This design comes from an exercise in tuning for small area and a short achievable clock period on the open sky130 flow, not from production work.
Function was checked by simulation only, so behaviour that the tests miss may differ from the original.

==> job 1757 <==
==> flow/design.v <==
module arb_fp #(
    parameter WIDTH=4
)(
    input  [WIDTH-1:0] v_vld,
    input  [WIDTH-1:0] v_priority,
    output [WIDTH-1:0] v_grant
);
    wire [WIDTH*2-1:0] double_vld;
    wire [WIDTH*2-1:0] double_priority;
    wire [WIDTH*2-1:0] double_grant;
    assign double_vld       = {v_vld, v_vld};
    assign double_priority  = double_vld - {{WIDTH{1'b0}},v_priority};
    assign double_grant     = double_vld & (~double_priority);
    assign v_grant          = double_grant[WIDTH*2-1:WIDTH] | double_grant[WIDTH-1:0];
endmodule 
module arb_rr #(
    parameter WIDTH=4
)(
    input               clk,
    input               rst_n,
    input   [WIDTH-1:0] v_vld,
    output  [WIDTH-1:0] v_grant
);
logic [WIDTH-1:0] prio_reg;
logic [WIDTH-1:0] mask_nxt_vld;
logic [WIDTH-1:0] vld_mask;
logic [WIDTH-1:0] mask_grant;
logic [WIDTH-1:0] unmask_nxt_vld;
logic [WIDTH-1:0] unmask_grant;
logic [WIDTH-1:0] unmask_grant_no_mask;
always @(posedge clk or negedge rst_n) begin
    if(~rst_n) begin
        prio_reg <= {WIDTH{1'b1}};
    end else if(|vld_mask) begin 
        prio_reg <= mask_nxt_vld;
    end else if(|v_vld) begin 
        prio_reg <= unmask_nxt_vld;
    end
end
assign vld_mask = v_vld & prio_reg;
assign mask_nxt_vld[0] = 1'b0; 
assign mask_nxt_vld[WIDTH-1:1] = mask_nxt_vld[WIDTH-2:0] | vld_mask[WIDTH-2:0];
assign mask_grant = (~mask_nxt_vld) & vld_mask;
assign unmask_nxt_vld[0] = 1'b0;
assign unmask_nxt_vld[WIDTH-1:1] = unmask_nxt_vld[WIDTH-2:0] |  v_vld[WIDTH-2:0];
assign unmask_grant = (~unmask_nxt_vld) & v_vld;
assign unmask_grant_no_mask = {WIDTH{~(|vld_mask)}} & unmask_grant;
assign v_grant = unmask_grant_no_mask | mask_grant;
endmodule
module tree_plru #(
    parameter WIDTH = 4,
    parameter DEPTH = $clog2(WIDTH)
)(
    input                     clk,
    input                     rst_n,
    input                     alloc_en,
    input        [WIDTH-1:0]  v_alloc,
    output logic [WIDTH-1:0][WIDTH-1:0]  vv_matrix 
);
logic [WIDTH-2:0] node;
genvar i,j;
generate
    for(i=0;i<DEPTH;i=i+1) begin: level_
        for(j=0;j<2**i;j=j+1) begin: offset_
            if(i==DEPTH-1) begin
                always @(posedge clk or negedge rst_n) 
                    if(~rst_n)        node[2**i+j-1] <= 1'b0;
                    else if(alloc_en) node[2**i+j-1] <= (node[2**i+j-1]||v_alloc[2*j])&&~v_alloc[2*j+1];
            end else begin
                always @(posedge clk or negedge rst_n) 
                    if(~rst_n)        node[2**i+j-1] <= 1'b0;    
                    else if(alloc_en) node[2**i+j-1] <= (node[2**i+j-1]||(|v_alloc[j*2**(DEPTH-i)+2**(DEPTH-i-1)-1:j*2**(DEPTH-i)]))&&~(|v_alloc[(j+1)*2**(DEPTH-i)-1:j*2**(DEPTH-i)+2**(DEPTH-i-1)]);
            end
        end 
    end 
endgenerate
genvar k,l;
generate
    for(l=0;l<$clog2(WIDTH);l=l+1) begin: level
        for(k=0;k<2**($clog2(WIDTH)-1-l);k=k+1) begin: offset
            for(i=0;i<2**l;i=i+1) begin: row
                for(j=0;j<2**l;j=j+1) begin: colunm
                        assign vv_matrix[i+k*2**(l+1)][j+2**l+k*2**(l+1)]=node[2**($clog2(WIDTH)-1-l)+k-1];
                end 
            end 
        end
    end
endgenerate
generate
    for(i=0;i<WIDTH;i=i+1) begin: row_ 
        for(j=0;j<WIDTH;j=j+1) begin: column_ 
            if(i>j) begin 
                assign vv_matrix[i][j] = ~vv_matrix[j][i];
            end else if(i==j) begin 
                assign vv_matrix[i][j] = 1'b0;
            end 
        end 
    end 
endgenerate
endmodule
module age_matrix #(
    parameter WIDTH = 4
)(
    input                     clk,
    input                     rst_n,
    input                     alloc_en,
    input        [WIDTH-1:0]  v_alloc,
    output logic [WIDTH-1:0][WIDTH-1:0]  vv_matrix 
);
logic [WIDTH-1:0][WIDTH-1:0] vv_matrix_tmp ;
genvar i,j;
generate
    for(i=0;i<WIDTH;i=i+1) begin: row
        for(j=0;j<WIDTH;j=j+1) begin: column 
            if(i==j) begin 
                assign vv_matrix_tmp[i][j]  = 1'b0;
            end else if(i<j) begin 
                assign vv_matrix_tmp[i][j]  = (v_alloc[j] && alloc_en) ? 1'b0 : ((v_alloc[i] && alloc_en) ? 1'b1 : vv_matrix[i][j]);
            end else begin 
                assign vv_matrix_tmp[i][j]  = ~vv_matrix_tmp[j][i];
            end 
        end
    end 
endgenerate
genvar k;
generate
    for(k=0;k<WIDTH;k=k+1) begin: row_ 
        always @(posedge clk or negedge rst_n) begin 
            if(~rst_n) vv_matrix[k] <= ~({WIDTH{1'b1}} << k);  
            else vv_matrix[k] <= vv_matrix_tmp[k];
        end 
    end 
endgenerate
endmodule
module arb_matrix #(
    parameter WIDTH=4
)(
    input   [WIDTH-1:0][WIDTH-1:0]   vv_matrix ,
    input   [WIDTH-1:0]   v_vld,
    output  [WIDTH-1:0]   v_grant
);
logic [WIDTH-1:0] select_onehot;
genvar i;
generate
    for(i=0;i<WIDTH;i=i+1) begin: select_onehot_
        assign select_onehot[i] =  (~|(v_vld&vv_matrix[i])) && v_vld[i]; 
    end 
endgenerate
assign v_grant = select_onehot;
endmodule
module real_mux_onehot #(
    parameter WIDTH     =4,
    parameter PLD_WIDTH =32
)(
    input  [WIDTH-1:0]       select_onehot,
    input  [WIDTH-1:0][PLD_WIDTH-1:0]   v_pld ,
    output [PLD_WIDTH-1:0]   select_pld
);
logic [PLD_WIDTH-1:0][WIDTH-1:0]       v_pld_rev         ;
logic [PLD_WIDTH-1:0][WIDTH-1:0]       v_pld_rev_select  ; 
logic [PLD_WIDTH-1:0]   pld_rev_select;
genvar i,j;
generate
    for(i=0;i<WIDTH;i=i+1) begin: row
        for(j=0;j<PLD_WIDTH;j=j+1) begin: col 
            assign v_pld_rev[j][i] = v_pld[i][j];
        end 
    end
endgenerate
genvar k;
generate
    for(k=0;k<PLD_WIDTH;k=k+1) begin: PLD_WIDTH_ 
        assign v_pld_rev_select[k] = v_pld_rev[k] & select_onehot;
    end
endgenerate
genvar l;
generate
    for(l=0;l<PLD_WIDTH;l=l+1) begin: select_
        assign pld_rev_select[l] = |v_pld_rev_select[l];
    end 
endgenerate
assign select_pld = pld_rev_select;
endmodule 
module arb_vrp #(
    parameter MODE      = 3,  
    parameter HSK_MODE  = 1,  
    parameter WIDTH     = 4,
    parameter PRIORITY  = {WIDTH{1'b0}},
    parameter PLD_WIDTH = 32
)(
    input                       clk,
    input                       rst_n,
    input   [WIDTH-1:0]         v_vld_s,
    output  [WIDTH-1:0]         v_rdy_s,
    input   [WIDTH-1:0][PLD_WIDTH-1:0]     v_pld_s   ,
    output                      vld_m,
    input                       rdy_m,
    output  [PLD_WIDTH-1:0]     pld_m
);
logic [WIDTH-1:0]       v_grant;
logic [WIDTH-1:0]       v_vld;
logic [WIDTH-1:0]       v_rdy;
logic [PLD_WIDTH-1:0]   m_pld;
logic                   m_vld;
assign v_vld = v_vld_s;
assign v_rdy_s = v_grant & {WIDTH{rdy_m}};
assign m_vld = |v_vld_s;
generate 
    if(HSK_MODE==0) begin
        assign vld_m   = m_vld;
        assign pld_m   = m_pld;
    end else if(HSK_MODE==1) begin 
        logic                   vld_m_r;
        logic [PLD_WIDTH-1:0]   pld_m_r;
        assign vld_m   = vld_m_r;
        assign pld_m   = pld_m_r;
        always @(posedge clk or negedge rst_n) begin 
            if(~rst_n) vld_m_r  <= 1'b0;
            else       vld_m_r  <= m_vld;
        end 
        always @(posedge clk or negedge rst_n) begin 
            if(~rst_n) pld_m_r  <= 1'b0;
            else       pld_m_r  <= m_pld;
        end 
    end else begin 
        assign vld_m   = m_vld;
        assign pld_m   = m_pld;
    end 
endgenerate
real_mux_onehot #(
    .WIDTH(WIDTH),
    .PLD_WIDTH(PLD_WIDTH)
) u_mux (
    .select_onehot(v_grant),
    .v_pld(v_pld_s),
    .select_pld(m_pld)
);
generate
    if(MODE==0) begin 
        arb_fp #(
            .WIDTH(WIDTH)
        ) u_arb (
            .v_vld      (v_vld),
            .v_priority (PRIORITY),
            .v_grant    (v_grant)
        );
    end else if(MODE==1) begin 
        arb_rr #(
            .WIDTH(WIDTH)
        ) u_arb (
            .clk        (clk),
            .rst_n      (rst_n),
            .v_vld      (v_vld),
            .v_grant    (v_grant)
        );
    end else if(MODE==2) begin 
        logic               alloc_en;
        logic [WIDTH-1:0]   v_alloc;
        logic [WIDTH-1:0][WIDTH-1:0]   vv_matrix ;
        assign alloc_en = rdy_m&&vld_m; 
        assign v_alloc  = v_grant;
        age_matrix #(
            .WIDTH(WIDTH)
        ) u_matrix (
            .clk        (clk),
            .rst_n      (rst_n),
            .alloc_en   (alloc_en),
            .v_alloc    (v_alloc),
            .vv_matrix  (vv_matrix)
        );
        arb_matrix #(
            .WIDTH(WIDTH)
        ) u_arb (
            .vv_matrix  (vv_matrix),
            .v_vld      (v_vld),
            .v_grant    (v_grant)
        );
    end else if(MODE==3) begin 
        logic               alloc_en;
        logic [WIDTH-1:0]   v_alloc;
        logic [WIDTH-1:0][WIDTH-1:0]   vv_matrix ;
        assign alloc_en = rdy_m&&vld_m; 
        assign v_alloc  = v_grant;
        tree_plru #(
            .WIDTH(WIDTH)
        ) u_matrix (
            .clk        (clk),
            .rst_n      (rst_n),
            .alloc_en   (alloc_en),
            .v_alloc    (v_alloc),
            .vv_matrix  (vv_matrix)
        );
        arb_matrix #(
            .WIDTH(WIDTH)
        ) u_arb (
            .vv_matrix  (vv_matrix),
            .v_vld      (v_vld),
            .v_grant    (v_grant)
        );
    end else begin 
        arb_rr #(
            .WIDTH(WIDTH)
        ) u_arb (
            .clk        (clk),
            .rst_n      (rst_n),
            .v_vld      (v_vld),
            .v_grant    (v_grant)
        );
    end
endgenerate
endmodule
module arb_vrp_top (
    input               clk,
    input               rst_n,
    input   [31:0]      v_vld_s,
    output  [31:0]      v_rdy_s,
    input   [1023:0]    v_pld_s,
    output              vld_m,
    input               rdy_m,
    output  [31:0]      pld_m
);
localparam N = 32;
localparam L = 5;
localparam W = 32;
logic [N-1:0][L-1:0] ord_q;
logic [N-1:0]        v;         
logic [N-1:0]        ge;        
logic [N-1:0]        first;     
logic [L-1:0]        gid;       
logic                any;
logic [N-1:0]        grant;
logic                alloc_en;
logic                vld_m_r;
logic [W-1:0]        pld_m_r;
logic [W-1:0]        pld_nxt;
genvar p;
generate
    for (p = 0; p < N; p = p + 1) begin: slot
        assign v[p]  = v_vld_s[ord_q[p]];
        assign ge[p] = |v[p:0];
        if (p == 0) begin: f0
            assign first[p] = v[p];
        end else begin: fn
            assign first[p] = v[p] & ~ge[p-1];
        end
    end
endgenerate
always_comb begin
    gid = '0;
    for (int k = 0; k < N; k = k + 1)
        gid = gid | (ord_q[k] & {L{first[k]}});
end
assign any      = |v_vld_s;
assign grant    = {{(N-1){1'b0}}, any} << gid;
assign v_rdy_s  = grant & {N{rdy_m}};
assign alloc_en = rdy_m & vld_m_r & any;
generate
    for (p = 0; p < N; p = p + 1) begin: upd
        always @(posedge clk or negedge rst_n) begin
            if (~rst_n)
                ord_q[p] <= L'(p);
            else if (alloc_en & ge[p])
                ord_q[p] <= (p == N-1) ? gid : ord_q[(p+1)%N];
        end
    end
endgenerate
always_comb begin
    pld_nxt = '0;
    for (int k = 0; k < N; k = k + 1)
        pld_nxt = pld_nxt | (v_pld_s[W*k +: W] & {W{grant[k]}});
end
always @(posedge clk or negedge rst_n) begin
    if (~rst_n) begin
        vld_m_r <= 1'b0;
        pld_m_r <= '0;
    end else begin
        vld_m_r <= any;
        pld_m_r <= pld_nxt;
    end
end
assign vld_m = vld_m_r;
assign pld_m = pld_m_r;
endmodule
==> flow/run.sh <==
#!/bin/bash
# synth_recipe.tcl (not shown) runs the flow's synth.tcl, then flattens the netlist and writes it again
# the make line also repeats each setting of config.mk as NAME=value (left out here)
make -C /OpenROAD-flow-scripts/flow DESIGN_CONFIG=/design/flow/config.mk WORK_HOME=/design/flow/orfs CLKGATE_MAP_FILE= SYNTH_SCRIPT=/design/flow/synth_recipe.tcl finish
==> flow/config.mk <==
export PLATFORM = sky130hd
export DESIGN_NAME = arb_vrp_top
export DESIGN_NICKNAME = arb_vrp_top
export VERILOG_FILES = /design/flow/design.v
export SDC_FILE = /design/flow/constraint.sdc
export NUM_CORES = 4
export LEC_CHECK = 0
export CAP_MARGIN = 40
export CORE_MARGIN = 2
export CORE_UTILIZATION = 30
export SLEW_MARGIN = 40
==> flow/constraint.sdc <==
create_clock -name core_clock -period 7.0 [get_ports {clk}]
set_input_delay 1.4000 -clock core_clock [delete_from_list [all_inputs] [get_ports {clk}]]
set_output_delay 1.4000 -clock core_clock [all_outputs]
set_load 0.01 [all_outputs]
==> job 6238: changes against job 1757 <==
==> flow/design.v, changed modules only <==
module arb_vrp_top (
    input               clk,
    input               rst_n,
    input   [31:0]      v_vld_s,
    output  [31:0]      v_rdy_s,
    input   [1023:0]    v_pld_s,
    output              vld_m,
    input               rdy_m,
    output  [31:0]      pld_m
);
logic [31:0][31:0] v_pld_arr;
genvar i;
generate
    for(i=0;i<32;i=i+1) begin: pld_
        assign v_pld_arr[i] = v_pld_s[32*i+31:32*i];
    end
endgenerate
arb_vrp #(
    .MODE       (2),
    .HSK_MODE   (1),
    .WIDTH      (32),
    .PLD_WIDTH  (32)
) u_arb_vrp (
    .clk        (clk),
    .rst_n      (rst_n),
    .v_vld_s    (v_vld_s),
    .v_rdy_s    (v_rdy_s),
    .v_pld_s    (v_pld_arr),
    .vld_m      (vld_m),
    .rdy_m      (rdy_m),
    .pld_m      (pld_m)
);
endmodule
==> job 1729: changes against job 1757 <==
==> flow/design.v, changed modules only <==
module arb_vrp_top (
    input               clk,
    input               rst_n,
    input   [31:0]      v_vld_s,
    output  [31:0]      v_rdy_s,
    input   [1023:0]    v_pld_s,
    output              vld_m,
    input               rdy_m,
    output  [31:0]      pld_m
);
localparam N = 32;
localparam W = 32;
logic [N-1:0][N-1:0] blk;       
logic [N-1:0]        grant;
logic [N-1:0]        alloc;
logic                vld_m_r;
logic [W-1:0]        pld_m_r;
logic [W-1:0]        pld_nxt;
logic [N*(N-1)/2-1:0] age_q;    
function automatic integer tri_idx(input integer a, input integer b);
    tri_idx = a*N - a*(a+1)/2 + (b-a-1);
endfunction
genvar i, j;
generate
    for (i = 0; i < N; i = i + 1) begin: row
        for (j = 0; j < N; j = j + 1) begin: col
            if (i == j) begin: d
                assign blk[i][j] = 1'b0;
            end else if (i < j) begin: u
                always @(posedge clk or negedge rst_n) begin
                    if (~rst_n) age_q[tri_idx(i,j)] <= 1'b0;
                    else        age_q[tri_idx(i,j)] <= alloc[i] | (age_q[tri_idx(i,j)] & ~alloc[j]);
                end
                assign blk[i][j] = age_q[tri_idx(i,j)];
            end else begin: l
                assign blk[i][j] = ~age_q[tri_idx(j,i)];
            end
        end
        assign grant[i] = v_vld_s[i] & ~|(v_vld_s & blk[i]);
    end
endgenerate
assign v_rdy_s = grant & {N{rdy_m}};
assign alloc   = v_rdy_s & {N{vld_m_r}};
always_comb begin
    pld_nxt = '0;
    for (int k = 0; k < N; k = k + 1)
        pld_nxt = pld_nxt | (v_pld_s[W*k +: W] & {W{grant[k]}});
end
always @(posedge clk or negedge rst_n) begin
    if (~rst_n) begin
        vld_m_r <= 1'b0;
        pld_m_r <= '0;
    end else begin
        vld_m_r <= |v_vld_s;
        pld_m_r <= pld_nxt;
    end
end
assign vld_m = vld_m_r;
assign pld_m = pld_m_r;
endmodule
==> flow/flow/run.sh (new file) <==
#!/bin/bash
# Standard ORFS layout with two changes: ports are buffered with buf_1 instead
# of the delay buffer that buffer_ports picks by default, and CTS inserts no
# dummy loads. Make's output goes to flow_make.log; each ORFS step keeps its
# own log under orfs/logs/.
set -uo pipefail
bash standard.sh \
    "BUFFER_PORTS_ARGS=-buffer_cell sky130_fd_sc_hd__buf_1" \
    "CTS_ARGS=-sink_clustering_enable -repair_clock_nets -dont_use_dummy_load" \
    finish > flow_make.log 2>&1
==> flow/standard.sh (new file) <==
#!/bin/bash
# synth_recipe.tcl (not shown) runs the flow's synth.tcl, then flattens the netlist and writes it again
# the make line also repeats each setting of config.mk as NAME=value (left out here)
make -C /OpenROAD-flow-scripts/flow DESIGN_CONFIG=/design/flow/config.mk WORK_HOME=/design/flow/orfs CLKGATE_MAP_FILE= SYNTH_SCRIPT=/design/flow/synth_recipe.tcl "${@:-finish}"
- CORE_AREA: not set -> 5 5 395 395
- CORE_MARGIN: 2 -> not set
- CORE_UTILIZATION: 30 -> not set
- DIE_AREA: not set -> 0 0 400 400
removed: flow/run.sh
==> impl_metrics.tcl <==
set metrics [dict create \
    synth_top_family_by_area "simple AND/OR/NAND/NOR gates" \
    syn_nets 5032 \
    status "finished clean" \
    start_util 0.214 \
    yosysSeqAreaShare 0.408 \
    synthTopCellsByCount "nand2_1 (1249), dfrtp_1 (529), nand3_1 (452), nand2b_1 (261), a22oi_1 (185)" \
    post-synth-top-count-cell "nand2_1" \
    netlist_top_cells_area "dfrtp_1 (41%), nand2_1 (14%), nand3_1 (7.0%)" \
    synthDistinctLibCells 41 \
    post_synth.cell_area_avg_um2 8.16 \
    synth-compound-area-share 0.163 \
]
(the above is from job 1729)
==> impl_metrics.tcl <==
set metrics [dict create \
    synth_top_family_by_area "multiplexers" \
    post-synth-top-count-cell "a22oi_1" \
    synthTopCellsByCount "a22oi_1 (321), mux2i_1 (302), mux2_2 (203), nand2_1 (201), clkbuf_1 (159)" \
    netlist_top_cells_area "mux2i_1 (12%), dfrtp_1 (11%), mux4_2 (10%)" \
    start_util 0.304 \
    post_synth.cell_area_avg_um2 8.77 \
    lastStage "I/O pin placement (3_2_place_iop)" \
    yosysSeqAreaShare 0.190 \
    synthDistinctLibCells 97 \
    syn_nets 4018 \
    synth-compound-area-share 0.248 \
    status "aborted with a tool error" \
    ys_seq_elements 193 \
    error_line "[ERROR PPL-0024] Number of IO pins (1124) exceeds maximum number of available positions (1074). Increase the die perimeter from 1192.78um to 1528.64um." \
]
(the above is from job 1757)
==> impl_metrics.tcl <==
set metrics [dict create \
    synth-compound-area-share 0.193 \
    synth_top_family_by_area "compound AO/OA/AOI/OAI gates" \
    detail-route-antenna-nets 0 \
    whs_ps 421 \
    cts_tree "yes" \
    crit_slowest_cell "clkdlybuf4s50_1" \
    post-synth-top-count-cell "nand3_1" \
    largestClassByArea "sequential cells" \
    synth_area_um2 45700 \
    p_total_uw 20100 \
    wl_met3_um 83800 \
    crit_cells 7 \
    gr-usage-met1 0.659 \
    cts_setup_buffers 0 \
    synthDistinctLibCells 41 \
    tapCellCount 2030 \
    fin_util 0.431 \
    dpl.cell_count 7379 \
    post_synth.cell_area_avg_um2 10.7 \
    synthTopCellsByCount "nand3_1 (553), dfrtp_1 (529), dfstp_2 (496), inv_1 (478), o21ai_0 (273)" \
    status "finished clean" \
]
(the above is from job 6238)

afterwards: timing with drivers on the ports:
How much do the figures lean on ideal ports? The routed layouts below were timed once more, with nothing changed but the port constraints.
Step 1 (the two cells are an assumption about what drives the block):
set clk [get_ports {clk}]
set_driving_cell -lib_cell sky130_fd_sc_hd__clkbuf_16 $clk
set_driving_cell -lib_cell sky130_fd_sc_hd__buf_2 [delete_from_list [all_inputs] $clk]
Step 2 moves the port delays by t, midway between the first and last clock arrival at a register: inputs arrive t later, outputs are due t later. That takes back most of the time a late clock gives input paths.
Three values: ideal, step 1, step 2; two values: the first two.
run	t, ns	setup slack, ns	worst data-port slew with drivers (ns)
job 6238	0.860	0.705 / 0.682 / 0.682	0.50
job 1729	0.751	1.166 / 1.139 / 1.139	0.51
After both steps every run listed still meets setup and hold. The setup slack of job 1729, which loses most, moves by -0.027 ns with the drivers and by -0.027 ns with both steps.
